From an optimization exercise on the open Yosys and OpenROAD flow, aimed at small area; shortcuts taken in it are not production practice.
Only simulation tests tie the RTL to the original design; equivalence was not proved.
No driver is modelled on the clock port, so clocking that relies on it looks cheaper here than on a real chip.
Power and IR drop assume default switching activity.

==> flow/flow/reopt.ys <==
# Re-map the combinational logic of the standard synthesis for area. The
# flip-flop instances (names and cell types) are kept as they are.
read_liberty -ignore_miss_func @LIB@
read_verilog ../std.v
hierarchy -top @TOP@
setattr -mod -set keep_hierarchy 1 sky130_fd_sc_hd__*df* sky130_fd_sc_hd__*dl*
flatten
delete t:$scopeinfo
opt_clean -purge
select @TOP@
opt -full
abc -liberty @LIB@ @DONTUSE@ -script @ABC@
opt_clean -purge
hilomap -singleton -hicell sky130_fd_sc_hd__conb_1 HI -locell sky130_fd_sc_hd__conb_1 LO
splitnets
opt_clean -purge
write_verilog -noattr -nohex -nodec -selected out.v
==> flow/flow/cts_pre.tcl <==
# Manual clock tree: the flip-flops are split into K clusters by position
# (k-means); each cluster gets a leaf buffer at its centre, fed by an
# optional root buffer or straight from the clock port.
proc my_cts { K leafcell rootcell } {
  set block [ord::get_db_block]
  set pts {}
  foreach it [[$block findNet CLOCK_50] getITerms] {
    set inst [$it getInst]
    set bb [$inst getBBox]
    lappend pts [list [$inst getName]/[[$it getMTerm] getName] [expr {([$bb xMin]+[$bb xMax])/2.0}] [expr {([$bb yMin]+[$bb yMax])/2.0}]]
  }
  set n [llength $pts]
  # k-means, initial centres from the sorted x order
  set sorted [lsort -real -index 1 $pts]
  set cs {}
  for {set k 0} {$k < $K} {incr k} {
    set p [lindex $sorted [expr {int(($k + 0.5) * $n / $K)}]]
    lappend cs [list [lindex $p 1] [lindex $p 2]]
  }
  set cap [expr {($n + $K - 1) / $K + 1}]
  for {set iter 0} {$iter < 50} {incr iter} {
    # capacitated assignment: closest (sink, cluster) pairs first
    set pairs {}
    for {set i 0} {$i < $n} {incr i} {
      set p [lindex $pts $i]
      for {set k 0} {$k < $K} {incr k} {
        set c [lindex $cs $k]
        lappend pairs [list [expr {abs([lindex $p 1]-[lindex $c 0]) + abs([lindex $p 2]-[lindex $c 1])}] $i $k]
      }
    }
    set asg [lrepeat $n -1]
    set cnt [lrepeat $K 0]
    foreach pr [lsort -real -index 0 $pairs] {
      lassign $pr d i k
      if {[lindex $asg $i] >= 0 || [lindex $cnt $k] >= $cap} continue
      lset asg $i $k
      lset cnt $k [expr {[lindex $cnt $k] + 1}]
    }
    set ncs {}
    for {set k 0} {$k < $K} {incr k} {
      set sx 0; set sy 0; set m 0
      foreach p $pts a $asg { if {$a == $k} { set sx [expr {$sx+[lindex $p 1]}]; set sy [expr {$sy+[lindex $p 2]}]; incr m } }
      if {$m > 0} { lappend ncs [list [expr {$sx/$m}] [expr {$sy/$m}]] } else { lappend ncs [lindex $cs $k] }
    }
    set cs $ncs
  }
  set dbu [$block getDbUnitsPerMicron]
  set leafins {}
  for {set k 0} {$k < $K} {incr k} {
    set pins {}
    foreach p $pts a $asg { if {$a == $k} { lappend pins [get_pins [lindex $p 0]] } }
    if {[llength $pins] == 0} continue
    set c [lindex $cs $k]
    insert_buffer -buffer_cell $leafcell -net CLOCK_50 -load_pins $pins \
      -location [list [expr {[lindex $c 0]/$dbu}] [expr {[lindex $c 1]/$dbu}]] \
      -buffer_name clkleaf_$k -net_name clknet_leaf_$k
    lappend leafins [get_pins clkleaf_$k/A]
    puts "my_cts: cluster $k [llength $pins] sinks"
  }
  if {$rootcell ne ""} {
    set sx 0; set sy 0
    foreach c $cs { set sx [expr {$sx+[lindex $c 0]}]; set sy [expr {$sy+[lindex $c 1]}] }
    insert_buffer -buffer_cell $rootcell -net CLOCK_50 -load_pins $leafins \
      -location [list [expr {$sx/$K/$dbu}] [expr {$sy/$K/$dbu}]] \
      -buffer_name clkroot -net_name clknet_root
  }
}

my_cts 4 sky130_fd_sc_hd__buf_6 {}
==> flow/flow/area.py <==
import re,sys,collections
lib=sys.argv[2]
A={}
cur=None
for line in open(lib):
    m=re.match(r'\s*cell\s*\(\s*"?(\w+)"?\s*\)',line)
    if m: cur=m.group(1); continue
    m=re.match(r'\s*area\s*:\s*([\d.]+)',line)
    if m and cur: A[cur]=float(m.group(1)); cur=None
c=collections.Counter(re.findall(r'^\s*(sky130_fd_sc_hd__\w+)\s',open(sys.argv[1]).read(),re.M))
tot=0
rows=[]
for k,n in c.items():
    if any(x in k for x in ['fill','tap','decap']): continue
    rows.append((A[k]*n,k,n)); tot+=A[k]*n
for a,k,n in sorted(rows,reverse=True): print(f"{k[16:]:16s} {n:4d} {a:8.1f}")
print("total",tot)
==> flow/flow/abc.script <==
strash
&get -n
@PRE@
&deepsyn -T 40 -S @SEED@
&put
dch
amap
topo
==> flow/flow/equiv.ys <==
# Check that out.v computes what std.v computes: both with their flip-flops
# cut (cutff.py) and paired by instance name, compared by SAT.
read_liberty -ignore_miss_func @LIB@
read_verilog std_cut.v
rename @TOP@ gold
read_verilog out_cut.v
rename @TOP@ gate
hierarchy -check
flatten gold gate
delete t:$scopeinfo
opt_clean
miter -equiv -flatten -make_assert gold gate miter
hierarchy -top miter
sat -verify -prove-asserts
==> flow/flow/cutff.py <==
#!/usr/bin/env python3
"""Cut the flip-flops of a Yosys-written gate netlist: each flip-flop
instance becomes an input (its current state, named after the instance)
and an output (its next state), so that two netlists with the same
flip-flop instances can be compared combinationally.
usage: cutff.py IN.v OUT.v"""
import re, sys
src = open(sys.argv[1]).read()
inst_re = re.compile(r'^\s*(sky130_fd_sc_hd__(e?dfxtp)_\d+)\s+(\S+)\s*\((.*?)\);\s*$', re.M | re.S)
pin_re = re.compile(r'\.(\w+)\(([^()]*)\)')
ins, outs, assigns = [], [], []
def canon(name):
    return "ff_" + re.sub(r'[^A-Za-z0-9_]', '_', name)
seen = set()
def repl(m):
    kind, name, body = m.group(2), m.group(3), m.group(4)
    pins = {p: n.strip() + " " for p, n in pin_re.findall(body)}
    c = canon(name)
    assert c not in seen, c
    seen.add(c)
    ins.append(c + "_q"); outs.append(c + "_n")
    assigns.append(f"  assign {pins['Q']} = {c}_q;")
    if kind == "edfxtp":
        assigns.append(f"  assign {c}_n = {pins['DE']} ? {pins['D']} : {c}_q;")
    else:
        assigns.append(f"  assign {c}_n = {pins['D']};")
    return ""
body = inst_re.sub(repl, src)
m = re.search(r'module\s+(\w+)\s*\(([^)]*)\);', body)
ports = m.group(2).strip()
newports = ", ".join([ports] + ins + outs)
decl = "\n".join([f"  input {x};" for x in ins] + [f"  output {x};" for x in outs])
body = body[:m.start()] + f"module {m.group(1)}({newports});\n{decl}\n" + body[m.end():]
body = body.replace("endmodule", "\n".join(assigns) + "\nendmodule", 1)
open(sys.argv[2], "w").write(body)
print(len(ins), "flip-flops cut", file=sys.stderr)
==> flow/design.v <==
module ReactionGame(
    input        CLOCK_50,
    input        reset,
    input  [1:0] KEY,
    output [9:0] LEDR,
    output [6:0] HEX0,
    output [6:0] HEX1
);
    reg [1:0] key_s1, key_s2, key_prev;
    always @(posedge CLOCK_50) begin
        key_s1   <= KEY;
        key_s2   <= key_s1;
        key_prev <= key_s2;
    end
    wire [1:0] key_edge = ~key_s2 & key_prev;
    localparam [31:0] SEED = 32'hA5A5_A5A5;
    reg  [31:0] lfsr_q;
    wire [31:0] lfsr = lfsr_q ^ SEED;
    wire        fb = lfsr[31] ^ lfsr[21] ^ lfsr[1] ^ lfsr[0];
    always @(posedge CLOCK_50) begin
        if (reset) lfsr_q <= 32'd0;
        else       lfsr_q <= {lfsr[30:0], fb} ^ SEED;
    end
    localparam S_IDLE = 2'd0, S_AF = 2'd1, S_A = 2'd3, S_R = 2'd2;
    reg [1:0] state;
    reg       chosen;         
    reg [3:0] tens, ones;     
    reg [3:0] hi_t, hi_o, lo;
    wire [3:0] o_inc, o_dec, t_inc, t_dec, ho_inc, ht_inc, lo_inc, lo_w;
    wire [6:0] seg_o, seg_t;
    wire ge33;
    assign o_inc[0] = (~ones[0]);
    assign o_inc[1] = (ones[1] & ~ones[0]) | (~ones[3] & ~ones[1] & ones[0]);
    assign o_inc[2] = (ones[2] & ~ones[0]) | (ones[2] & ~ones[1]) | (~ones[2] & ones[1] & ones[0]);
    assign o_inc[3] = (ones[3] & ~ones[0]) | (ones[2] & ones[1] & ones[0]);
    assign o_dec[0] = (~ones[0]);
    assign o_dec[1] = (ones[1] & ones[0]) | (ones[3] & ~ones[0]) | (ones[2] & ~ones[1] & ~ones[0]);
    assign o_dec[2] = (ones[2] & ones[0]) | (ones[3] & ~ones[0]) | (ones[2] & ones[1]);
    assign o_dec[3] = (ones[3] & ones[0]) | (~ones[3] & ~ones[2] & ~ones[1] & ~ones[0]);
    assign t_inc[0] = (~tens[0]);
    assign t_inc[1] = (~tens[1] & tens[0]) | (tens[1] & ~tens[0]);
    assign t_inc[2] = (tens[2] & ~tens[0]) | (tens[2] & ~tens[1]) | (~tens[2] & tens[1] & tens[0]);
    assign t_inc[3] = (tens[3]) | (tens[2] & tens[1] & tens[0]);
    assign t_dec[0] = (~tens[0]);
    assign t_dec[1] = (~tens[1] & ~tens[0]) | (tens[1] & tens[0]);
    assign t_dec[2] = (tens[2] & tens[0]) | (tens[3] & ~tens[0]) | (tens[2] & tens[1]);
    assign t_dec[3] = (tens[3] & tens[0]);
    assign ho_inc[0] = (~hi_o[0]);
    assign ho_inc[1] = (hi_o[1] & ~hi_o[0]) | (~hi_o[3] & ~hi_o[1] & hi_o[0]);
    assign ho_inc[2] = (hi_o[2] & ~hi_o[0]) | (hi_o[2] & ~hi_o[1]) | (~hi_o[2] & hi_o[1] & hi_o[0]);
    assign ho_inc[3] = (hi_o[3] & ~hi_o[0]) | (hi_o[2] & hi_o[1] & hi_o[0]);
    assign ht_inc[0] = (~hi_t[0]);
    assign ht_inc[1] = (~hi_t[1] & hi_t[0]) | (hi_t[1] & ~hi_t[0]);
    assign ht_inc[2] = (hi_t[2] & ~hi_t[0]) | (~hi_t[2] & hi_t[1] & hi_t[0]) | (hi_t[2] & ~hi_t[1]);
    assign ht_inc[3] = (hi_t[3]) | (hi_t[2] & hi_t[1] & hi_t[0]);
    assign lo_inc[0] = (~lo[0]);
    assign lo_inc[1] = (~lo[1] & lo[0]) | (lo[1] & ~lo[0]);
    assign lo_inc[2] = (lo[2] & ~lo[1]) | (lo[2] & ~lo[0]) | (~lo[3] & ~lo[2] & lo[1] & lo[0]);
    assign lo_inc[3] = (lo[3] & ~lo[1]) | (lo[3] & ~lo[0]) | (lo[2] & lo[1] & lo[0]);
    assign seg_o[0] = (ones[2] & ~ones[1] & ~ones[0]) | (~ones[3] & ~ones[2] & ~ones[1] & ones[0]);
    assign seg_o[1] = (ones[2] & ones[1] & ~ones[0]) | (ones[2] & ~ones[1] & ones[0]);
    assign seg_o[2] = (~ones[2] & ones[1] & ~ones[0]);
    assign seg_o[3] = (ones[2] & ~ones[1] & ~ones[0]) | (ones[2] & ones[1] & ones[0]) | (~ones[3] & ~ones[2] & ~ones[1] & ones[0]);
    assign seg_o[4] = (ones[0]) | (ones[2] & ~ones[1]);
    assign seg_o[5] = (~ones[2] & ones[1]) | (ones[1] & ones[0]) | (~ones[3] & ~ones[2] & ones[0]);
    assign seg_o[6] = (~ones[3] & ~ones[2] & ~ones[1]) | (ones[2] & ones[1] & ones[0]);
    assign seg_t[0] = (tens[2] & ~tens[1] & ~tens[0]) | (~tens[3] & ~tens[2] & ~tens[1] & tens[0]);
    assign seg_t[1] = (tens[2] & tens[1] & ~tens[0]) | (tens[2] & ~tens[1] & tens[0]);
    assign seg_t[2] = (~tens[2] & tens[1] & ~tens[0]);
    assign seg_t[3] = (tens[2] & ~tens[1] & ~tens[0]) | (tens[2] & tens[1] & tens[0]) | (~tens[3] & ~tens[2] & ~tens[1] & tens[0]);
    assign seg_t[4] = (tens[0]) | (tens[2] & ~tens[1]);
    assign seg_t[5] = (~tens[2] & tens[1]) | (tens[1] & tens[0]) | (~tens[3] & ~tens[2] & tens[0]);
    assign seg_t[6] = (~tens[3] & ~tens[2] & ~tens[1]) | (tens[2] & tens[1] & tens[0]);
    assign ge33 = (tens[2]) | (tens[3]) | (tens[1] & tens[0] & ones[2]) | (tens[1] & tens[0] & ones[3]) | (tens[1] & tens[0] & ones[1] & ones[0]);
    assign lo_w[0] = ~((tens[2]) | (tens[3]) | (tens[1] & tens[0]) | (tens[0] & ~ones[3] & ~ones[2]) | (tens[1] & ones[3]) | (tens[0] & ones[2] & ~ones[1]) | (tens[1] & ones[2] & ones[0]) | (~tens[0] & ones[3] & ones[0]) | (tens[1] & ones[2] & ones[1]) | (tens[0] & ~ones[3] & ~ones[0]) | (~tens[1] & ~ones[3] & ~ones[2] & ~ones[1] & ~ones[0]));
    assign lo_w[1] = (~tens[3] & ~tens[2] & ~tens[1] & tens[0]) | (~tens[2] & tens[1] & ~tens[0] & ~ones[3] & ~ones[2]) | (~tens[3] & ~tens[2] & ~tens[1] & ones[3] & ones[0]) | (~tens[2] & tens[1] & ~tens[0] & ones[2] & ~ones[1] & ~ones[0]);
    assign lo_w[2] = ~((~tens[1]) | (tens[2]) | (tens[0] & ones[2]) | (~tens[0] & ~ones[3] & ~ones[2]) | (tens[0] & ones[3]) | (ones[2] & ~ones[1] & ~ones[0]) | (~ones[2] & ones[1] & ones[0]));
    assign lo_w[3] = 1'b0;
    wire o9 = (ones[3] & ones[0]);
    wire o0 = (~ones[3] & ~ones[2] & ~ones[1] & ~ones[0]);
    wire t9 = (tens[3] & tens[0]);
    wire t0 = (~tens[3] & ~tens[2] & ~tens[1] & ~tens[0]);
    wire ho9 = (hi_o[3] & hi_o[0]);
    wire ho5 = (hi_o[2] & ~hi_o[1] & hi_o[0]);
    wire ht12 = (hi_t[3] & hi_t[2]);
    wire lo11 = (lo[3] & lo[1] & lo[0]);
    wire lo0 = (~lo[3] & ~lo[2] & ~lo[1] & ~lo[0]);
    wire zero     = lo0 & ht12 & ho5;
    wire active   = state[0];
    wire idle     = (state == S_IDLE);
    wire correct  = chosen ? key_edge[1] : key_edge[0];
    wire any_edge = |key_edge;
    wire done     = any_edge || zero;
    wire s99      = t9 & o9;
    wire s0       = t0 & o0;
    reg [11:0] idle_v;
    always @(*) begin
        case (reset ? 2'b01 : lfsr[1:0])
            2'b00:   idle_v = {4'd10, 4'd4, 4'd2};
            2'b01:   idle_v = {4'd8, 4'd3, 4'd4};
            2'b10:   idle_v = {4'd4, 4'd1, 4'd8};
            default: idle_v = {4'd0, 4'd0, 4'd0};
        endcase
    end
    always @(posedge CLOCK_50) begin
        if (reset || state == S_R) begin
            hi_t <= idle_v[11:8];
            hi_o <= idle_v[7:4];
            lo   <= idle_v[3:0];
        end else if (idle && zero) begin
            hi_t <= ge33 ? 4'd10 : tens;
            hi_o <= ge33 ? 4'd0 : ones;
            lo   <= lo_w;
        end else if (lo11) begin
            lo <= lo_inc;
            hi_o <= ho_inc;
            if (ho9) hi_t <= ht_inc;
        end else begin
            lo <= lo_inc;
        end
        if (idle)
            chosen <= lfsr[1];
        if (reset) begin
            state <= S_IDLE;
            tens <= 4'd0;
            ones <= 4'd0;
        end else begin
            if (active && correct) begin
                if (!s99) begin
                    ones <= o_inc;
                    if (o9) tens <= t_inc;
                end
            end else if (active && done) begin
                if (!s0) begin
                    ones <= o_dec;
                    if (o0) tens <= t_dec;
                end
            end
            state[1] <= active;
            state[0] <= active ? !done : (idle && zero);
        end
    end
    wire lit = ~reset & state[1];    
    assign LEDR[9:2] = 8'b0;
    assign LEDR[1] = lit & chosen;
    assign LEDR[0] = lit & ~chosen;
    assign HEX0 = seg_o;
    assign HEX1 = seg_t;
endmodule
==> flow/flow/dontuse.txt <==
-dont_use sky130_fd_sc_hd__lpflow_bleeder_1 -dont_use sky130_fd_sc_hd__lpflow_clkbufkapwr_1 -dont_use sky130_fd_sc_hd__lpflow_clkbufkapwr_16 -dont_use sky130_fd_sc_hd__lpflow_clkbufkapwr_2 -dont_use sky130_fd_sc_hd__lpflow_clkbufkapwr_4 -dont_use sky130_fd_sc_hd__lpflow_clkbufkapwr_8 -dont_use sky130_fd_sc_hd__lpflow_clkinvkapwr_1 -dont_use sky130_fd_sc_hd__lpflow_clkinvkapwr_16 -dont_use sky130_fd_sc_hd__lpflow_clkinvkapwr_2 -dont_use sky130_fd_sc_hd__lpflow_clkinvkapwr_4 -dont_use sky130_fd_sc_hd__lpflow_clkinvkapwr_8 -dont_use sky130_fd_sc_hd__lpflow_decapkapwr_12 -dont_use sky130_fd_sc_hd__lpflow_decapkapwr_3 -dont_use sky130_fd_sc_hd__lpflow_decapkapwr_4 -dont_use sky130_fd_sc_hd__lpflow_decapkapwr_6 -dont_use sky130_fd_sc_hd__lpflow_decapkapwr_8 -dont_use sky130_fd_sc_hd__lpflow_inputiso0n_1 -dont_use sky130_fd_sc_hd__lpflow_inputiso0p_1 -dont_use sky130_fd_sc_hd__lpflow_inputiso1n_1 -dont_use sky130_fd_sc_hd__lpflow_inputiso1p_1 -dont_use sky130_fd_sc_hd__lpflow_inputisolatch_1 -dont_use sky130_fd_sc_hd__lpflow_isobufsrc_1 -dont_use sky130_fd_sc_hd__lpflow_isobufsrc_16 -dont_use sky130_fd_sc_hd__lpflow_isobufsrc_2 -dont_use sky130_fd_sc_hd__lpflow_isobufsrc_4 -dont_use sky130_fd_sc_hd__lpflow_isobufsrc_8 -dont_use sky130_fd_sc_hd__lpflow_isobufsrckapwr_16 -dont_use sky130_fd_sc_hd__lpflow_lsbuf_lh_hl_isowell_tap_1 -dont_use sky130_fd_sc_hd__lpflow_lsbuf_lh_hl_isowell_tap_2 -dont_use sky130_fd_sc_hd__lpflow_lsbuf_lh_hl_isowell_tap_4 -dont_use sky130_fd_sc_hd__lpflow_lsbuf_lh_isowell_4 -dont_use sky130_fd_sc_hd__lpflow_lsbuf_lh_isowell_tap_1 -dont_use sky130_fd_sc_hd__lpflow_lsbuf_lh_isowell_tap_2 -dont_use sky130_fd_sc_hd__lpflow_lsbuf_lh_isowell_tap_4 -dont_use sky130_fd_sc_hd__probe_p_8 -dont_use sky130_fd_sc_hd__probec_p_8 
==> flow/standard.sh <==
#!/bin/bash
# synth_recipe.tcl (not shown) runs the flow's synth.tcl, then flattens the netlist and writes it again
# the make line also repeats each setting of config.mk as NAME=value (left out here)
make -C /OpenROAD-flow-scripts/flow DESIGN_CONFIG=/design/flow/config.mk WORK_HOME=/design/flow/orfs CLKGATE_MAP_FILE= SYNTH_SCRIPT=/design/flow/synth_recipe.tcl "${@:-finish}"
==> flow/flow/run.sh <==
#!/bin/bash
# Own layout flow: the standard synthesis, an area re-mapping of its
# combinational logic (flip-flops untouched, proven equivalent), then the
# standard layout steps.
set -euo pipefail
W=$(pwd)
F=$W/flow
R=$W/orfs/results/$FLOW_PLATFORM/ReactionGame/base
LIB=$FLOW_HOME/platforms/$FLOW_PLATFORM/lib/sky130_fd_sc_hd__tt_025C_1v80.lib
DONTUSE=$(cat "$F/dontuse.txt")

bash standard.sh synth > "$W/log_synth.txt" 2>&1
cp "$R/1_2_yosys.v" "$W/std.v"
python3 "$F/cutff.py" "$W/std.v" "$W/std_cut.v" > "$W/log_cut.txt" 2>&1

# Several seeds of ABC's deep synthesis in parallel; keep the smallest
# re-mapping that is proven equivalent to the standard netlist.
# Runs 1..6 start deep synthesis from the netlist as it is, runs 7..12 from
# a &synch2 &dc2 rewrite of it, each with its own seed.
subst() { sed -e "s|@LIB@|$LIB|g" -e "s|@TOP@|$FLOW_TOP|g" -e "s|@ABC@|$2/abc.script|g" -e "s|@SEED@|$3|g" -e "s|@PRE@|$4|g" -e "s|@DONTUSE@|$DONTUSE|g" "$1"; }
RUNS="1 2 3 4 5 6 7 8 9 10 11 12"
for s in $RUNS; do
  D=$W/reopt_$s
  if (( s > 6 )); then PRE="\&synch2; \&dc2"; SEED=$((s - 6)); else PRE=""; SEED=$s; fi
  mkdir -p "$D"
  subst "$F/abc.script" "$D" $SEED "$PRE" | tr ';' '\n' > "$D/abc.script"
  subst "$F/reopt.ys" "$D" $SEED "" > "$D/reopt.ys"
  subst "$F/equiv.ys" "$D" $SEED "" > "$D/equiv.ys"
  ( cd "$D" && yosys -s reopt.ys > log_reopt.txt 2>&1 &&
    python3 "$F/cutff.py" out.v out_cut.v > log_cut.txt 2>&1 &&
    cp "$W/std_cut.v" std_cut.v &&
    yosys -s equiv.ys > log_equiv.txt 2>&1 &&
    python3 "$F/area.py" out.v "$LIB" | tail -1 | awk '{print $2}' > area.txt ) &
  if (( s % 4 == 0 )); then wait; fi
done
wait
best=""; besta=""
for s in $RUNS; do
  a=$(cat "$W/reopt_$s/area.txt" 2>/dev/null || true)
  [[ -n "$a" ]] || continue
  if [[ -z "$besta" ]] || awk "BEGIN{exit !($a < $besta)}"; then best=$s; besta=$a; fi
done
echo "best seed: ${best:-none} area ${besta:-none}" > "$W/log_pick.txt"
if [[ -n "$best" ]]; then
  cp "$W/reopt_$best/out.v" "$W/out.v"
  cp "$W/out.v" "$R/1_2_yosys.v"
  rm -f "$R/1_synth.odb" "$R/1_synth.sdc"
fi
bash standard.sh BUFFER_PORTS_ARGS="-buffer_cell sky130_fd_sc_hd__buf_1" SKIP_REPAIR_TIE_FANOUT=1 PRE_CTS_TCL="$F/cts_pre.tcl" CTS_ARGS="-sink_clustering_enable -repair_clock_nets -dont_use_dummy_load -buf_list sky130_fd_sc_hd__buf_6 -sink_clustering_size 20 -sink_clustering_max_diameter 60" finish > "$W/log_finish.txt" 2>&1
==> flow/constraint.sdc <==
create_clock -name core_clock -period 25.0 [get_ports {CLOCK_50}]
set_input_delay 5.0000 -clock core_clock [delete_from_list [all_inputs] [get_ports {CLOCK_50}]]
set_output_delay 5.0000 -clock core_clock [all_outputs]
set_load 0.01 [all_outputs]
==> flow/config.mk <==
export PLATFORM = sky130hd
export DESIGN_NAME = ReactionGame
export DESIGN_NICKNAME = ReactionGame
export VERILOG_FILES = /design/flow/design.v
export SDC_FILE = /design/flow/constraint.sdc
export NUM_CORES = 4
export LEC_CHECK = 0
export CAP_MARGIN = 20
export CORE_MARGIN = 2
export CORE_UTILIZATION = 40
export SLEW_MARGIN = 20
==> results.cfg, run 1 <==
[global_route]
grt_first_pass_wirelength_mm = 7.28
grt_pass1_vias = 1630
grt_usage_pct = 13.8
grt_max_degree = 43
antenna_found_initial = 0
gr-total-overflow = 0

[timing]
maxSlewHeadroom_pct = 44.7
rsz0062_at_grt = no
finalMaxSlewViolations = 0
final-hold-violation-count = 0
min_period_ps = 10950
period_share_pct = 43.8
tns_ps = 0
skew_ps = 21.8
setup_viol = 0
max_freq_ghz = 0.0913
worst_pin_slew_ps = 823

[routing]
viasPerCell = 4.94
vias = 1757
drc = 0
drtAntennaViolNets = 0
firstDrtPassIters = 5
wirelength_mm = 4.37
first_iter_violations = 92
wl_per_cell_um = 12.3

[placed_design]
gp_congestion = 0.860
io_buffers = 19
place_hpwl_mm = 3.16

[critical_path]
worstPathArrival_ps = 5950
critPathMaxFanout = 42
crit_chain = buf_1 > buf_4 > clkinv_1 > nand2_1 > nor2_1 > buf_1
cp.required_ps = 20000
crit_path_top_delay_cell = buf_4
path_class = input pin to primary output
crit_buf_inv = 4
cp-end-kind = primary output
worstSetupStartpointType = input pin
cp_slowest_stage_delay_ps = 350
crit_family = buffers and inverters
path_common_cell = buf_1

[clock_network]
clk_latency_ps = 130
cts.clk_slew.worst_paths_ps = 100
post-cts-setup-buffers = 0
postCtsHoldBufs = 0
cts_resized = 0

[power_and_ir_drop]
cellLeakagePower_nw = 0.920
finalPower_w = 0.000159
power.density_nw_per_um2 = 64.2
irDropWorstVdd_mv = 0.0445

[die]
core_area_sq_um = 5470
die_y_um = 79.1
rows = 27
die_area_sq_um = 6260
io_pins = 28
initial_core_util_pct = 41.3
die_width_um = 79.1

[hold_path]
worstHoldPathType = flop to flop

[cells_and_area]
finalNetCount = 290
syn2layout_area_growth_pct = 9.47
antenna_cells = 0
final_cell_mix = 71 x nor2_1, 52 x dfxtp_1, 29 x clkinv_1, 19 x o21ai_0, 19 x buf_1
fill_cells = 567
mostFrequentLayoutCell = nor2_1
drive_gt1_share_pct = 1.76

[yosys]
yosys_warnings = 1
netlist_area_sq_um = 2260
avgSynthCellArea_sq_um = 8.69
synthesis.nets = 264
syn_inst = 260

[run_status]
outcome = complete, no violations

[job]
cap_violations = 0
## per-layer routing
metal	GRT usage [%]	vias up	part of all wire, %
met5	0	-	0
li1	-	925	-
met3	1.70	8	3.3
met4	2.76	0	1.6
met1	19.9	798	51
met2	22.5	26	44
## final cells by class, clock buffers not listed
cell class	count	area (sq um)	share of cell area, %
inverters	29	109	4.40
well taps	72	90.1	3.64
multi-input cells	170	838	33.9
flip-flops and latches	61	1310	53.0
repair buffers	20	78.8	3.19
## registers in the layout, indices dropped and copies added, names as in the netlist, named ones only
| signal | count |
|---|---|
| tens | 4 |
| key_s1 | 2 |
| hi_o | 3 |
| lfsr_q | 32 |
| key_prev | 2 |
| key_s2 | 2 |
| chosen | 1 |
| hi_t | 4 |
| lo | 4 |
| ones | 2 |
| state | 2 |
## power by group
part | switching, W | total [W] | internal [W]
combinational | 0.00000879 | 0.0000134 | 0.00000463
clock | 0.0000232 | 0.0000360 | 0.0000129
sequential | 0.00000322 | 0.000109 | 0.000106
## worst paths after layout
check | endpoint | from | slack [ps] | cells after the start
min | key_s2[0] | key_s1[0] | 340 | 0
max reg2reg | hi_t[0] | lo[0] | 22160 | 8
min reg2reg | key_s2[0] | key_s1[0] | 340 | 0
max | LEDR[0] | reset | 14050 | 6
## worst register-to-register path: cells and delay by family, from the launching register on
kind	cells	cell delay, ps
simple gates	5	1670
buf+inv	2	410
flops	1	330
compound gates	1	260
## metrics by stage
step	util (%)	std cells	hold slack (ps)	instance area, sq um	setup slack [ps]
2_1_floorplan	-	260	310	2260	14710
3_3_place_gp	44.4	352	311	2430	14080
3_5_place_dp	44.4	352	315	2430	14060
4_1_cts	45.2	356	315	2470	14060
5_1_grt	45.2	356	358	2470	13950
6_report	45.2	356	338	2470	14050
==> run 2, diff against run 1 <==
--- a/flow/design.v
+++ b/flow/design.v
@@ -14,11 +14,16 @@
     end
     wire [1:0] key_edge = ~key_s2 & key_prev;
+    reg [3:0] hi_t, hi_o, lo;
     localparam [31:0] SEED = 32'hA5A5_A5A5;
     reg  [31:0] lfsr_q;
-    wire [31:0] lfsr = lfsr_q ^ SEED;
-    wire        fb = lfsr[31] ^ lfsr[21] ^ lfsr[1] ^ lfsr[0];
+    wire [31:0] lfsr = lfsr_q ^ {20'd0, SEED[11:0]};
+    reg         fresh;    
+    wire        fill;
+    wire        fb = fill ? ~(lo[1] ^ lo[0])
+                          : lfsr[31] ^ lfsr[21] ^ lfsr[1] ^ lfsr[0];
     always @(posedge CLOCK_50) begin
-        if (reset) lfsr_q <= 32'd0;
-        else       lfsr_q <= {lfsr[30:0], fb} ^ SEED;
+        lfsr_q[31:12] <= lfsr[30:11];
+        if (reset) lfsr_q[11:0] <= 12'd0;
+        else       lfsr_q[11:0] <= {lfsr[10:0], fb} ^ SEED[11:0];
     end
     localparam S_IDLE = 2'd0, S_AF = 2'd1, S_A = 2'd3, S_R = 2'd2;
@@ -26,5 +31,4 @@
     reg       chosen;         
     reg [3:0] tens, ones;     
-    reg [3:0] hi_t, hi_o, lo;
     wire [3:0] o_inc, o_dec, t_inc, t_dec, ho_inc, ht_inc, lo_inc, lo_w;
     wire [6:0] seg_o, seg_t;
@@ -87,4 +91,5 @@
     wire lo0 = (~lo[3] & ~lo[2] & ~lo[1] & ~lo[0]);
     wire zero     = lo0 & ht12 & ho5;
+    assign fill   = fresh & (hi_t == 4'd8) & (hi_o == 4'd3 || hi_o == 4'd4);
     wire active   = state[0];
     wire idle     = (state == S_IDLE);
@@ -121,4 +126,5 @@
         if (idle)
             chosen <= lfsr[1];
+        fresh <= reset | (fresh & ~(idle & zero));
         if (reset) begin
             state <= S_IDLE;
==> run 2 against run 1 <==
Compared with the run above:
- synthesized cell count decreased by 4.2%
- fmax up 1.3%
- clock power grew 1%
- sequential share of layout area up 1.6 points
- final area is 1.4% lower
- critical path depth is the same
- flip-flop and latch count up 1
- utilization is 0.34 points lower
- first-iteration DRC count is 14% higher
- global-route usage is 1.3 points higher
- setup slack better by 140 ps
- die area down 1.4%
- largest power group unchanged
==> results.cfg, run 2 <==
[global_route]
grt_max_degree = 25
antenna_found_initial = 0
gr-total-overflow = 0
grt_usage_pct = 15.1
grt_first_pass_wirelength_mm = 7.82
grt_pass1_vias = 1675

[power_and_ir_drop]
p_seq_share_pct = 70.2
p_sw_w = 0.0000336
swShare_pct = 21.2
combPwrFrac_pct = 6.8
cellLeakagePower_nw = 0.898
irDropWorstVdd_mv = 0.0443
power.internal_w = 0.000125
finalPower_w = 0.000158
pwr-share-clk_pct = 23.0
power.density_nw_per_um2 = 64.9

[die]
core_area_sq_um = 5440
die_y_um = 78.6
rows = 27
die_width_um = 78.6
io_pins = 28
die_area_sq_um = 6170
initial_core_util_pct = 40.9

[clock_network]
cts_resized = 0
postCtsHoldBufs = 0
clk_latency_ps = 130
cts.clk_slew.worst_paths_ps = 100
post-cts-setup-buffers = 0

[timing]
period_share_pct = 43.2
finalMaxSlewViolations = 0
rsz0062_at_grt = no
tns_ps = 0
min_period_ps = 10810
setup_viol = 0
maxSlewHeadroom_pct = 61.2
worst_pin_slew_ps = 575
final-hold-violation-count = 0
hold_ws_ps = 321
worst_slack_ps = 14190
max_freq_ghz = 0.0925
skew_ps = 11.3

[critical_path]
cp_slowest_stage_delay_ps = 250
critPathMaxFanout = 24
cp-end-kind = primary output
worstPathArrival_ps = 5810
cp.required_ps = 20000
path_class = input pin to primary output
crit_path_top_delay_cell = buf_4
path_common_cell = buf_1
crit_family = buffers and inverters
crit_chain = buf_1 > buf_4 > clkinv_1 > nand2_1 > nor2_1 > buf_1
crit_buf_inv = 4
worstSetupStartpointType = input pin

[cells_and_area]
final_cell_mix = 58 x nor2_1, 53 x dfxtp_1, 29 x clkinv_1, 20 x o21ai_0
syn2layout_area_growth_pct = 9.62
drive_gt1_share_pct = 1.83
antenna_cells = 0
finalNetCount = 279
mostFrequentLayoutCell = nor2_1
largest_reg_flops = 32
largest_register = lfsr_q

[run_status]
outcome = complete, no violations

[job]
cap_violations = 0

[routing]
first_iter_violations = 105
wl_per_cell_um = 13.0
wl_met2_mm = 2.04
wl_met1_mm = 2.18
drc = 0
drtAntennaViolNets = 0
met3RoutedLength_um = 182
highest_layer = met4
viasPerCell = 5.06
vias = 1745
wirelength_mm = 4.48
firstDrtPassIters = 4

[yosys]
netlist_area_sq_um = 2220
syn_inst = 249
avgSynthCellArea_sq_um = 8.93
yosys_warnings = 1
synthesis.nets = 253

[placed_design]
place_hpwl_mm = 3.30
dpl_worst_slack_ps = 14180
io_buffers = 19
gp_congestion = 0.825

[hold_path]
worstHoldPathType = flop to flop
run 2: cell type report, clock buffers not listed:
| class | instances | area [sq um] |
|---|---|---|
| Fill cell | 544 | 3000 |
| Sequential cell | 62 | 1330 |
| Inverter | 29 | 109 |
| Multi-Input combinational cell | 158 | 785 |
| Tap cell | 72 | 90.1 |
| Timing Repair Buffer | 20 | 78.8 |
run 2: worst paths after layout:
check | from | end | slack [ps] | cells past startpoint
setup / recovery | reset | LEDR[0] | 14190 | 6
hold / removal | key_s1[1] | key_s2[1] | 320 | 0
setup reg to reg | tens[0] | tens[2] | 22170 | 10
hold reg to reg | key_s1[1] | key_s2[1] | 320 | 0
run 2: layer usage:
| layer | GRT usage, % | up-vias |
|---|---|---|
| met1 | 21.9 | 802 |
| met3 | 1.15 | 7 |
| met5 | 0 | - |
| li1 | - | 898 |
| met2 | 25.2 | 38 |
| met4 | 2.11 | 0 |
run 2: metrics by stage:
stage | utilization, % | instances | instance area (sq um)
3_5_place_dp | 44.0 | 341 | 2390
2_1_floorplan | - | 249 | 2220
5_1_grt | 44.8 | 345 | 2440
3_3_place_gp | 44.0 | 341 | 2390
6_report | 44.8 | 345 | 2440
4_1_cts | 44.8 | 345 | 2440
run 2: power groups by stage:
stage / logic (W) / clock network [W] / registers (W)
detailed placement: 0.0000109 / 0 / 0.000113
CTS: 0.0000109 / 0.0000277 / 0.000114
global placement: 0.0000107 / 0 / 0.000113
global route: 0.0000127 / 0.0000426 / 0.000112
floorplan: 0.00000811 / 0 / 0.000112
finish: 0.0000108 / 0.0000364 / 0.000111
==> run 3, diff against run 2 <==
--- a/flow/design.v
+++ b/flow/design.v
@@ -15,16 +15,10 @@
     wire [1:0] key_edge = ~key_s2 & key_prev;
     reg [3:0] hi_t, hi_o, lo;
-    localparam [31:0] SEED = 32'hA5A5_A5A5;
-    reg  [31:0] lfsr_q;
-    wire [31:0] lfsr = lfsr_q ^ {20'd0, SEED[11:0]};
+    reg  [31:0] lfsr;
     reg         fresh;    
-    wire        fill;
-    wire        fb = fill ? ~(lo[1] ^ lo[0])
-                          : lfsr[31] ^ lfsr[21] ^ lfsr[1] ^ lfsr[0];
-    always @(posedge CLOCK_50) begin
-        lfsr_q[31:12] <= lfsr[30:11];
-        if (reset) lfsr_q[11:0] <= 12'd0;
-        else       lfsr_q[11:0] <= {lfsr[10:0], fb} ^ SEED[11:0];
-    end
+    wire        fill, fill_bit;
+    wire        fb = fill ? fill_bit : lfsr[31] ^ lfsr[21] ^ lfsr[1] ^ lfsr[0];
+    always @(posedge CLOCK_50)
+        lfsr <= {lfsr[30:0], fb};
     localparam S_IDLE = 2'd0, S_AF = 2'd1, S_A = 2'd3, S_R = 2'd2;
     reg [1:0] state;
@@ -91,5 +85,6 @@
     wire lo0 = (~lo[3] & ~lo[2] & ~lo[1] & ~lo[0]);
     wire zero     = lo0 & ht12 & ho5;
-    assign fill   = fresh & (hi_t == 4'd8) & (hi_o == 4'd3 || hi_o == 4'd4);
+    assign fill     = fresh & (hi_t == 4'd8) & (hi_o == 4'd3 || hi_o == 4'd4 || hi_o == 4'd5);
+    assign fill_bit = (hi_o == 4'd5 && lo >= 4'd4) ? (lo == 4'd10) : ~(lo[1] ^ lo[0]);
     wire active   = state[0];
     wire idle     = (state == S_IDLE);
==> run 3 against run 2 <==
Compared with the run above:
- cell count fell by 4.3%
- register-to-register slack got worse by 230 ps
- clock power fell by 2%
- worst hold slack got worse by 5.3 ps
==> results.cfg, run 3 <==
[die]
die_area_sq_um = 6100
initial_core_util_pct = 42.2
rows = 26
io_pins = 28
core_area_sq_um = 5200
die_y_um = 78.1
die_width_um = 78.1

[cells_and_area]
syn2layout_area_growth_pct = 9.28
finalNetCount = 266
fill_cells = 508
mostFrequentLayoutCell = dfxtp_1
drive_gt1_share_pct = 1.54
antenna_cells = 0
final_cell_mix = 53 x dfxtp_1, 51 x nor2_1, 29 x clkinv_1, 19 x buf_1, 18 x o21ai_0
largest_reg_flops = 32
largest_register = lfsr
finish.utilization_pct = 46.1

[routing]
drc = 0
vias = 1621
firstDrtPassIters = 4
wl_per_cell_um = 12.6
wirelength_mm = 4.16
drtAntennaViolNets = 0
first_iter_violations = 91
viasPerCell = 4.91

[clock_network]
postCtsHoldBufs = 0
clk_latency_ps = 140
post-cts-setup-buffers = 0
cts_resized = 0
cts.clk_slew.worst_paths_ps = 100

[critical_path]
path_class = input pin to primary output
cp-end-kind = primary output
crit_chain = buf_1 > clkinv_1 > nand2_1 > nor2_1 > buf_1
cp.required_ps = 20000
worstPathArrival_ps = 5970
critPathMaxFanout = 9
crit_path_top_delay_cell = buf_1
worstSetupStartpointType = input pin
path_common_cell = buf_1
cp_slowest_stage_delay_ps = 330

[timing]
finalMaxSlewViolations = 0
period_share_pct = 43.9
skew_ps = 18.6
rsz0062_at_grt = no
min_period_ps = 10970
final-hold-violation-count = 0
max_freq_ghz = 0.0912
tns_ps = 0
setup_viol = 0

[global_route]
antenna_found_initial = 0
gr-total-overflow = 0
grt_usage_pct = 13.9
grt_max_degree = 18
grt_first_pass_wirelength_mm = 7.05
grt_pass1_vias = 1543

[yosys]
yosys_warnings = 1
syn_inst = 237
synthesis.nets = 241
netlist_area_sq_um = 2200
avgSynthCellArea_sq_um = 9.27

[job]
cap_violations = 0

[hold_path]
worstHoldPathType = flop to flop

[power_and_ir_drop]
irDropWorstVdd_mv = 0.0601
cellLeakagePower_nw = 0.858
power.density_nw_per_um2 = 85.0

[placed_design]
io_buffers = 19
gp_congestion = 0.908
place_hpwl_mm = 3.21

[run_status]
outcome = complete, no violations
==> run 3: worst paths after layout <==
kind / startpoint / end / slack [ps] / depth (start not counted)
worst max-delay path: reset / LEDR[0] / 14030 / 5
worst min-delay path: lfsr[17] / lfsr[18] / 320 / 0
worst max register to register: hi_o[0] / tens[2] / 21940 / 13
worst min register to register: lfsr[17] / lfsr[18] / 320 / 0
==> run 3: power by group <==
part           switching, W  internal (W)
clock             0.0000227     0.0000129
combinational     0.0000141    0.00000954
sequential        0.0000113      0.000134
==> run 3: cell type report, clock buffers not listed <==
cell class | instances | area, sq um | area share (%)
Tap cell | 70 | 87.6 | 3.65
Sequential cell | 62 | 1330 | 55.4
Inverter | 29 | 109 | 4.53
Timing Repair Buffer | 19 | 71.3 | 2.97
Multi-Input combinational cell | 146 | 757 | 31.5
==> run 3: worst max-delay path, delay by kind of cell <==
family                 cells  cell delay [ps]
AND/OR/NAND/NOR            2              220
buffers and inverters      3              740
==> run 3: metal layers <==
metal  GRT usage, %  part of all wire, %  vias to the layer above
met5              0                    0                        -
met4           2.63                 0.77                        0
li1               -                    -                      864
met2           22.7                   43                       23
met3           1.49                  3.3                        2
met1           20.1                   53                      732
==> run 3: stage by stage <==
step | hold WS (ps) | area [sq um] | total power (W) | cells | setup WS, ps
global placement | 311 | 2360 | 0.000171 | 326 | 14110
finish | 316 | 2400 | 0.000204 | 330 | 14030
floorplan | 310 | 2200 | 0.000162 | 237 | 14690
detailed placement | 313 | 2360 | 0.000171 | 326 | 14020
CTS | 314 | 2400 | 0.000200 | 330 | 14020
global route | 325 | 2400 | 0.000216 | 330 | 13900
==> run 4, diff against run 3 <==
--- a/flow/design.v
+++ b/flow/design.v
@@ -16,5 +16,4 @@
     reg [3:0] hi_t, hi_o, lo;
     reg  [31:0] lfsr;
-    reg         fresh;    
     wire        fill, fill_bit;
     wire        fb = fill ? fill_bit : lfsr[31] ^ lfsr[21] ^ lfsr[1] ^ lfsr[0];
@@ -48,7 +47,7 @@
     assign ho_inc[2] = (hi_o[2] & ~hi_o[0]) | (hi_o[2] & ~hi_o[1]) | (~hi_o[2] & hi_o[1] & hi_o[0]);
     assign ho_inc[3] = (hi_o[3] & ~hi_o[0]) | (hi_o[2] & hi_o[1] & hi_o[0]);
-    assign ht_inc[0] = (~hi_t[0]);
-    assign ht_inc[1] = (~hi_t[1] & hi_t[0]) | (hi_t[1] & ~hi_t[0]);
-    assign ht_inc[2] = (hi_t[2] & ~hi_t[0]) | (~hi_t[2] & hi_t[1] & hi_t[0]) | (hi_t[2] & ~hi_t[1]);
+    assign ht_inc[0] = (~hi_t[0]) | (hi_t[3] & hi_t[2]);
+    assign ht_inc[1] = ~((~hi_t[1] & ~hi_t[0]) | (hi_t[1] & hi_t[0]) | (hi_t[3] & hi_t[2]));
+    assign ht_inc[2] = (hi_t[2] & ~hi_t[0]) | (~hi_t[2] & hi_t[1] & hi_t[0]) | (~hi_t[3] & hi_t[2] & ~hi_t[1]);
     assign ht_inc[3] = (hi_t[3]) | (hi_t[2] & hi_t[1] & hi_t[0]);
     assign lo_inc[0] = (~lo[0]);
@@ -81,9 +80,9 @@
     wire ho9 = (hi_o[3] & hi_o[0]);
     wire ho5 = (hi_o[2] & ~hi_o[1] & hi_o[0]);
-    wire ht12 = (hi_t[3] & hi_t[2]);
+    wire ht12 = (hi_t[3] & hi_t[2] & ~hi_t[0]);
     wire lo11 = (lo[3] & lo[1] & lo[0]);
     wire lo0 = (~lo[3] & ~lo[2] & ~lo[1] & ~lo[0]);
     wire zero     = lo0 & ht12 & ho5;
-    assign fill     = fresh & (hi_t == 4'd8) & (hi_o == 4'd3 || hi_o == 4'd4 || hi_o == 4'd5);
+    assign fill     = (hi_t == 4'd13) & (hi_o == 4'd3 || hi_o == 4'd4 || hi_o == 4'd5);
     assign fill_bit = (hi_o == 4'd5 && lo >= 4'd4) ? (lo == 4'd10) : ~(lo[1] ^ lo[0]);
     wire active   = state[0];
@@ -96,5 +95,5 @@
     reg [11:0] idle_v;
     always @(*) begin
-        case (reset ? 2'b01 : lfsr[1:0])
+        case (lfsr[1:0])
             2'b00:   idle_v = {4'd10, 4'd4, 4'd2};
             2'b01:   idle_v = {4'd8, 4'd3, 4'd4};
@@ -102,4 +101,5 @@
             default: idle_v = {4'd0, 4'd0, 4'd0};
         endcase
+        if (reset) idle_v = {4'd13, 4'd3, 4'd4};
     end
     always @(posedge CLOCK_50) begin
@@ -121,5 +121,4 @@
         if (idle)
             chosen <= lfsr[1];
-        fresh <= reset | (fresh & ~(idle & zero));
         if (reset) begin
             state <= S_IDLE;
==> run 4 against run 3 <==
Compared with the run above:
- cell count is 0.30% higher
- via count is 4.0% higher
- clock skew is 13 ps higher
- worst hold slack worse by 6.6 ps
- fmax is 0.54% lower
- critical path depth stayed put
- first-iteration DRC count is 67% higher
- register-to-register slack worse by 270 ps
- sequential power is 3% lower
- flip-flop and latch count is 1 lower
==> results.cfg, run 4 <==
[run_status]
outcome = complete, no violations

[clock_network]
clk_latency_ps = 140
post-cts-setup-buffers = 0
cts_resized = 0
postCtsHoldBufs = 0
cts.clk_slew.worst_paths_ps = 100

[critical_path]
path_class = input pin to primary output
crit_chain = buf_1 > clkinv_1 > nand2_1 > nor2_1 > buf_1
critPathMaxFanout = 12
cp_slowest_stage_delay_ps = 390
crit_path_top_delay_cell = buf_1
regToRegSetupSlack_ps = 21670
reg2reg_depth = 14
cp-end-kind = primary output
cp.required_ps = 20000
worstPathArrival_ps = 6020
worstSetupStartpointType = input pin
path_common_cell = buf_1

[global_route]
grt_usage_pct = 14.1
grt_first_pass_wirelength_mm = 7.16
gr-total-overflow = 0
grt_pass1_vias = 1470
grt_max_degree = 18
antenna_found_initial = 0

[hold_path]
min_path_cells = 0
worstHoldPathType = flop to flop

[cells_and_area]
mostFrequentLayoutCell = dfxtp_1
final_cell_mix = 52 x dfxtp_1, 38 x nor2_1, 32 x clkinv_1, 20 x nand2_1, 19 x buf_1
finalNetCount = 267
largest_register = lfsr
finish.utilization_pct = 46.2
seq_area_sq_um = 1310
fin_area_sq_um = 2390
syn2layout_area_growth_pct = 9.34
largest_reg_flops = 32
antenna_cells = 0
fill_cells = 491
multi_input_area_sq_um = 752
drive_gt1_share_pct = 1.53

[placed_design]
gp_congestion = 0.827
placed_area_sq_um = 2340
place_hpwl_mm = 3.18
dpl_worst_slack_ps = 13950
io_buffers = 19

[yosys]
synthesis.nets = 242
netlist_area_sq_um = 2180
syn_inst = 238
yosys_warnings = 1
avgSynthCellArea_sq_um = 9.17

[routing]
first_iter_violations = 152
wl_per_cell_um = 12.7
firstDrtPassIters = 4
viasPerCell = 5.09
drc = 0
vias = 1686
wirelength_mm = 4.21
drtAntennaViolNets = 0

[die]
core_area_sq_um = 5170
die_width_um = 77.9
die_y_um = 77.9
rows = 26
initial_core_util_pct = 42.2
io_pins = 28
die_area_sq_um = 6070

[timing]
min_period_ps = 11020
tns_ps = 0
skew_ps = 32.0
max_freq_ghz = 0.0907
final-hold-violation-count = 0
period_share_pct = 44.1
setup_viol = 0
worst_pin_slew_ps = 564
maxSlewHeadroom_pct = 62.0
rsz0062_at_grt = no
worst_slack_ps = 13980
finalMaxSlewViolations = 0

[power_and_ir_drop]
irDropWorstVdd_mv = 0.0633
finalPower_w = 0.000196
cellLeakagePower_nw = 0.865
power.density_nw_per_um2 = 82.1

[job]
cap_violations = 0
run 4: layout make-up, clock buffers not listed:
type / count / share of cell area (%)
flip-flops and latches: 61 / 54.9
multi-input cells: 145 / 31.5
inverters: 32 / 5.03
well taps: 70 / 3.67
repair buffers: 19 / 2.99
run 4: worst paths after layout:
check	startpoint	to
worst max-delay path	reset	LEDR[0]
worst max register to register	hi_o[0]	tens[2]
worst min register to register	lfsr[28]	lfsr[29]
worst min-delay path	lfsr[28]	lfsr[29]
run 4: metal layers:
layer  GRT usage (%)  part of all wire [%]  vias to the layer above
met5               0                     0                        -
met4            1.96                   1.4                        0
met3            1.05                   4.8                        5
met2            21.7                    43                       43
met1            21.9                    51                      769
li1                -                     -                      869
run 4: metrics by stage:
step / cells / hold slack [ps]
global route: 331 / 325
detailed placement: 327 / 312
floorplan: 238 / 310
CTS: 331 / 313
finish: 331 / 310
global placement: 327 / 311
run 4: where the power goes:
| group | internal, W | total, W | leakage, nW | switching, W |
|---|---|---|---|---|
| Combinational | 0.00000713 | 0.0000207 | 0.322 | 0.0000136 |
| Sequential | 0.000130 | 0.000140 | 0.518 | 0.00000968 |
| Clock | 0.0000129 | 0.0000356 | 0.0242 | 0.0000227 |
run 4: critical path: cells and delay by family:
family,cells,cell delay (ps)
buf+inv,3,800
simple gates,2,220
==> run 5, diff against run 4 <==
--- a/flow/flow/run.sh
+++ b/flow/flow/run.sh
@@ -16,11 +16,11 @@
 # Several seeds of ABC's deep synthesis in parallel; keep the smallest
 # re-mapping that is proven equivalent to the standard netlist.
-# Runs 1..6 start deep synthesis from the netlist as it is, runs 7..12 from
+# Runs 1..8 start deep synthesis from the netlist as it is, runs 9..16 from
 # a &synch2 &dc2 rewrite of it, each with its own seed.
 subst() { sed -e "s|@LIB@|$LIB|g" -e "s|@TOP@|$FLOW_TOP|g" -e "s|@ABC@|$2/abc.script|g" -e "s|@SEED@|$3|g" -e "s|@PRE@|$4|g" -e "s|@DONTUSE@|$DONTUSE|g" "$1"; }
-RUNS="1 2 3 4 5 6 7 8 9 10 11 12"
+RUNS="1 2 3 4 5 6 7 8 9 10 11 12 13 14 15 16"
 for s in $RUNS; do
   D=$W/reopt_$s
-  if (( s > 6 )); then PRE="\&synch2; \&dc2"; SEED=$((s - 6)); else PRE=""; SEED=$s; fi
+  if (( s > 8 )); then PRE="\&synch2; \&dc2"; SEED=$((s - 8)); else PRE=""; SEED=$s; fi
   mkdir -p "$D"
   subst "$F/abc.script" "$D" $SEED "$PRE" | tr ';' '\n' > "$D/abc.script"
==> run 5 against run 4 <==
Compared with the run above:
- still clean on timing, DRC and antenna
- synthesized area stayed put
- sequential power hardly changed
- wire length stayed put
- sequential share of layout area stayed put
- utilization stayed put
- setup slack stayed put
- final area stayed put
- cell count stayed put
- worst hold slack stayed put
- critical path depth stayed put
==> results.cfg, run 5 <==
[run_status]
outcome = complete, no violations

[timing]
period_share_pct = 44.1
min_period_ps = 11020
skew_ps = 32.0
maxSlewHeadroom_pct = 62.0
tns_ps = 0
finalMaxSlewViolations = 0
final-hold-violation-count = 0
hold_ws_ps = 310
setup_viol = 0
max_freq_ghz = 0.0907
worst_pin_slew_ps = 564
rsz0062_at_grt = no

[power_and_ir_drop]
p_seq_share_pct = 71.3
swShare_pct = 23.4
combPwrFrac_pct = 10.5
pwr-share-clk_pct = 18.2
power.internal_w = 0.000150
power.density_nw_per_um2 = 82.1
irDropWorstVdd_mv = 0.0633
cellLeakagePower_nw = 0.865
p_sw_w = 0.0000460

[routing]
drtAntennaViolNets = 0
wirelength_mm = 4.21
vias = 1686
drc = 0
viasPerCell = 5.09
first_iter_violations = 152
firstDrtPassIters = 4
wl_per_cell_um = 12.7

[critical_path]
path_class = input pin to primary output
worstPathArrival_ps = 6020
worstSetupStartpointType = input pin
cp.required_ps = 20000
crit_path_top_delay_cell = buf_1
crit_family = buffers and inverters
critPathMaxFanout = 12
crit_chain = buf_1 > clkinv_1 > nand2_1 > nor2_1 > buf_1
path_common_cell = buf_1
crit_buf_inv = 3
cp_slowest_stage_delay_ps = 390
cp-end-kind = primary output

[yosys]
yosys_warnings = 1
avgSynthCellArea_sq_um = 9.17
syn_inst = 238
netlist_area_sq_um = 2180
synthesis.nets = 242

[cells_and_area]
drive_gt1_share_pct = 1.53
final_cell_mix = 52 x dfxtp_1, 38 x nor2_1, 32 x clkinv_1, 20 x nand2_1, 19 x buf_1
largest_reg_flops = 32
syn2layout_area_growth_pct = 9.34
largest_register = lfsr
antenna_cells = 0
mostFrequentLayoutCell = dfxtp_1
finalNetCount = 267

[die]
core_area_sq_um = 5170
io_pins = 28
rows = 26
die_width_um = 77.9
die_y_um = 77.9
die_area_sq_um = 6070
initial_core_util_pct = 42.2

[hold_path]
worstHoldPathType = flop to flop

[clock_network]
post-cts-setup-buffers = 0
cts_resized = 0
cts.clk_slew.worst_paths_ps = 100
postCtsHoldBufs = 0
clk_latency_ps = 140

[placed_design]
place_hpwl_mm = 3.18
gp_congestion = 0.827
io_buffers = 19

[job]
cap_violations = 0

[global_route]
grt_usage_pct = 14.1
grt_first_pass_wirelength_mm = 7.16
grt_max_degree = 18
antenna_found_initial = 0
gr-total-overflow = 0
grt_pass1_vias = 1470
## run 5: worst paths after layout
check        startpoint  endpoint  slack [ps]  cells past startpoint
max               reset   LEDR[0]       13980                      5
max reg2reg     hi_o[0]   tens[2]       21670                     14
min reg2reg    lfsr[28]  lfsr[29]         310                      0
min            lfsr[28]  lfsr[29]         310                      0
## run 5: worst reg2reg max path, cell delays in order (launching register included)
cell and delay [ps]:
edfxtp_1 420, clkinv_1 150, nor2_1 170, o21ai_0 130, nor3_1 180, a21oi_1 90, nor4_1 380, nor3_1 130
nor4_1 330, clkinv_1 150, nor2_1 200, o21ai_0 150, clkinv_1 100, o21ai_0 210, a2111oi_0 430
## run 5: cell type report, clock buffers not listed
cell class,instances,area (sq um)
multi-input cells,145,752
inverters,32,120
repair buffers,19,71.3
flip-flops and latches,61,1310
fillers,491,2790
well taps,70,87.6
## run 5: power groups by stage
stage / registers, W / logic, W / clock network (W)
after floorplan: 0.000138 / 0.0000159 / 0
after global placement: 0.000142 / 0.0000206 / 0
after detailed placement: 0.000142 / 0.0000205 / 0
after CTS: 0.000143 / 0.0000208 / 0.0000275
after global routing: 0.000143 / 0.0000242 / 0.0000406
final: 0.000140 / 0.0000207 / 0.0000356
## run 5: metal layers
layer	up-vias	global-route usage (%)	wire, um
li1	869	-	-
met1	769	21.9	2160
met2	43	21.7	1790
met3	5	1.05	203
met4	0	1.96	57
met5	-	0	0
## run 5: stage by stage
step           cells  utilization, %  total power, W  instance area, sq um  setup slack [ps]
2_1_floorplan    238               -        0.000154                  2180             14720
3_3_place_gp     327            45.3        0.000162                  2340             14000
3_5_place_dp     327            45.3        0.000162                  2340             13950
4_1_cts          331            46.2        0.000191                  2390             13950
5_1_grt          331            46.2        0.000208                  2390             13820
6_report         331            46.2        0.000196                  2390             13980
==> run 6, diff against run 5 <==
--- a/flow/design.v
+++ b/flow/design.v
@@ -14,5 +14,7 @@
     end
     wire [1:0] key_edge = ~key_s2 & key_prev;
-    reg [3:0] hi_t, hi_o, lo;
+    reg [3:0] hi_o, lo;
+    reg [3:0] hi_t_q;    
+    wire [3:0] hi_t = hi_t_q ^ 4'b1111;
     reg  [31:0] lfsr;
     wire        fill, fill_bit;
@@ -105,9 +107,9 @@
     always @(posedge CLOCK_50) begin
         if (reset || state == S_R) begin
-            hi_t <= idle_v[11:8];
+            hi_t_q <= (idle_v[11:8]) ^ 4'b1111;
             hi_o <= idle_v[7:4];
             lo   <= idle_v[3:0];
         end else if (idle && zero) begin
-            hi_t <= ge33 ? 4'd10 : tens;
+            hi_t_q <= (ge33 ? 4'd10 : tens) ^ 4'b1111;
             hi_o <= ge33 ? 4'd0 : ones;
             lo   <= lo_w;
@@ -115,5 +117,5 @@
             lo <= lo_inc;
             hi_o <= ho_inc;
-            if (ho9) hi_t <= ht_inc;
+            if (ho9) hi_t_q <= (ht_inc) ^ 4'b1111;
         end else begin
             lo <= lo_inc;
==> run 6 against run 5 <==
Compared with the run above:
- critical path type unchanged
- power shrank 0.17%
- still clean on timing, DRC and antenna
- largest cell class unchanged
- synthesized area shrank 0.92%
- final area shrank 0.84%
- flip-flop and latch count is the same
- fmax grew 0.22%
- utilization shrank 0.39 points
- cell count shrank 0.91%
==> results.cfg, run 6 <==
[global_route]
antenna_found_initial = 0
grt_first_pass_wirelength_mm = 7.16
grt_usage_pct = 14.1
grt_max_degree = 18
gr-total-overflow = 0
grt_pass1_vias = 1557

[critical_path]
worstSetupStartpointType = input pin
path_common_cell = buf_1
crit_path_top_delay_cell = buf_1
regToRegSetupSlack_ps = 21680
path_class = input pin to primary output
cp-end-kind = primary output
crit_family = buffers and inverters
worstPathArrival_ps = 6000
crit_chain = buf_1 > clkinv_1 > nand2_1 > nor2_1 > buf_1
cp_slowest_stage_delay_ps = 440
critPathMaxFanout = 13
crit_buf_inv = 3
cp.required_ps = 20000

[timing]
setup_viol = 0
period_share_pct = 44.0
hold_ws_ps = 328
worst_pin_slew_ps = 590
skew_ps = 23.0
tns_ps = 0
worst_slack_ps = 14000
maxSlewHeadroom_pct = 60.4
min_period_ps = 11000
finalMaxSlewViolations = 0
final-hold-violation-count = 0
rsz0062_at_grt = no
max_freq_ghz = 0.0909

[power_and_ir_drop]
irDropWorstVdd_mv = 0.0522
power.density_nw_per_um2 = 82.7
cellLeakagePower_nw = 0.871

[cells_and_area]
mostFrequentLayoutCell = dfxtp_1
drive_gt1_share_pct = 1.55
multi_input_area_sq_um = 732
syn2layout_area_growth_pct = 9.43
seq_area_sq_um = 1310
antenna_cells = 0
final_cell_mix = 52 x dfxtp_1, 42 x nor2_1, 32 x clkinv_1, 19 x o21ai_0, 19 x buf_1
largest_reg_flops = 32
finalNetCount = 264
largest_register = lfsr
fill_cells = 496
fin_cells = 328

[placed_design]
place_hpwl_mm = 3.19
gp_congestion = 0.881
io_buffers = 19
dpl_worst_slack_ps = 14000
dp_cells = 324

[routing]
wl_per_cell_um = 12.9
drc = 0
firstDrtPassIters = 5
viasPerCell = 5.13
first_iter_violations = 116
vias = 1681
drtAntennaViolNets = 0
wirelength_mm = 4.24

[die]
core_area_sq_um = 5170
die_y_um = 77.5
rows = 26
io_pins = 28
die_area_sq_um = 6010
initial_core_util_pct = 41.8
die_width_um = 77.5

[yosys]
netlist_area_sq_um = 2160
syn_inst = 235
avgSynthCellArea_sq_um = 9.21
synthesis.nets = 239
yosys_warnings = 1

[hold_path]
worstHoldPathType = flop to flop

[clock_network]
cts.clk_slew.worst_paths_ps = 100
post-cts-setup-buffers = 0
clk_latency_ps = 130
postCtsHoldBufs = 0
cts_resized = 0

[job]
cap_violations = 0

[run_status]
outcome = complete, no violations
==> run 6: power by group <==
part	total, W	internal, W	switching [W]	leakage, nW
clock	0.0000357	0.0000129	0.0000228	0.0242
combinational	0.0000189	0.00000694	0.0000120	0.323
sequential	0.000141	0.000130	0.0000107	0.524
total	0.000196	0.000150	0.0000455	0.871
==> run 6: worst register-to-register path: stages (launching register included) <==
cell	delay [ps]
edfxtp_1	420
clkinv_1	100
nor2_1	220
o21ai_0	160
nor3_1	190
a21oi_1	80
nor3_1	300
nor3_1	130
nor2_1	140
o21ai_0	120
a21oi_1	270
clkinv_1	250
nor2_1	270
clkinv_1	170
a2111oi_0	400
==> run 6: area by class of cell, clock buffers not listed <==
| class | instances | area share, % |
|---|---|---|
| Inverter | 32 | 5.07 |
| Timing Repair Buffer | 19 | 3.01 |
| Sequential cell | 61 | 55.4 |
| Tap cell | 70 | 3.70 |
| Multi-Input combinational cell | 142 | 30.9 |
==> run 6: path summary, 6_finish.rpt <==
| kind | from | to | cells past startpoint |
|---|---|---|---|
| max reg2reg | hi_o[0] | tens[2] | 14 |
| max | reset | LEDR[0] | 5 |
| min | lfsr[20] | lfsr[21] | 0 |
| min reg2reg | lfsr[20] | lfsr[21] | 0 |
==> run 6: stage by stage <==
stage          power, W  utilization, %  instance area, sq um
6_report       0.000196            45.8                  2370
5_1_grt        0.000207            45.8                  2370
4_1_cts        0.000191            45.8                  2370
3_5_place_dp   0.000162            44.9                  2320
3_3_place_gp   0.000161            44.9                  2320
2_1_floorplan  0.000154               -                  2160
==> run 6: per-layer routing <==
layer | vias up | routed length [um] | share of wire, % | global-route usage [%]
met5 | - | 0 | 0 | 0
met4 | 0 | 65 | 1.5 | 2.50
met3 | 6 | 228 | 5.4 | 1.40
met2 | 47 | 1850 | 44 | 22.7
met1 | 755 | 2100 | 50 | 20.7
li1 | 873 | - | - | -

-- static timing again, ports no longer ideal --
The results above use ideal ports. As a check the final layouts listed here were re-extracted and re-timed, cells and wires unchanged.
Step 1, drivers: a clkbuf_16 drives CLOCK_50 and a buf_2 each remaining input, both assumed.
Step 2, shift: input delay + t, output delay - t, t = (earliest + latest rising clock arrival at the registers) / 2. This alone moves slack from input paths to output paths.
Three values: ideal ports, drivers, drivers and shift; two values: the first two.
run | shift t [ns] | setup slack, ns | clock arrival spread, ns
run 1 | 0.178 | 14.049 / 14.027 / 14.027 | 0.022 / 0.022
run 2 | 0.181 | 14.191 / 14.167 / 14.167 | 0.013 / 0.013
run 3 | 0.184 | 14.035 / 14.011 / 14.011 | 0.018 / 0.018
run 4 | 0.178 | 13.975 / 13.946 / 13.946 | 0.032 / 0.032
run 5 | 0.178 | 13.975 / 13.946 / 13.946 | 0.032 / 0.032
run 6 | 0.182 | 13.999 / 13.977 / 13.977 | 0.023 / 0.023
After both steps setup and hold are still met in every run listed.
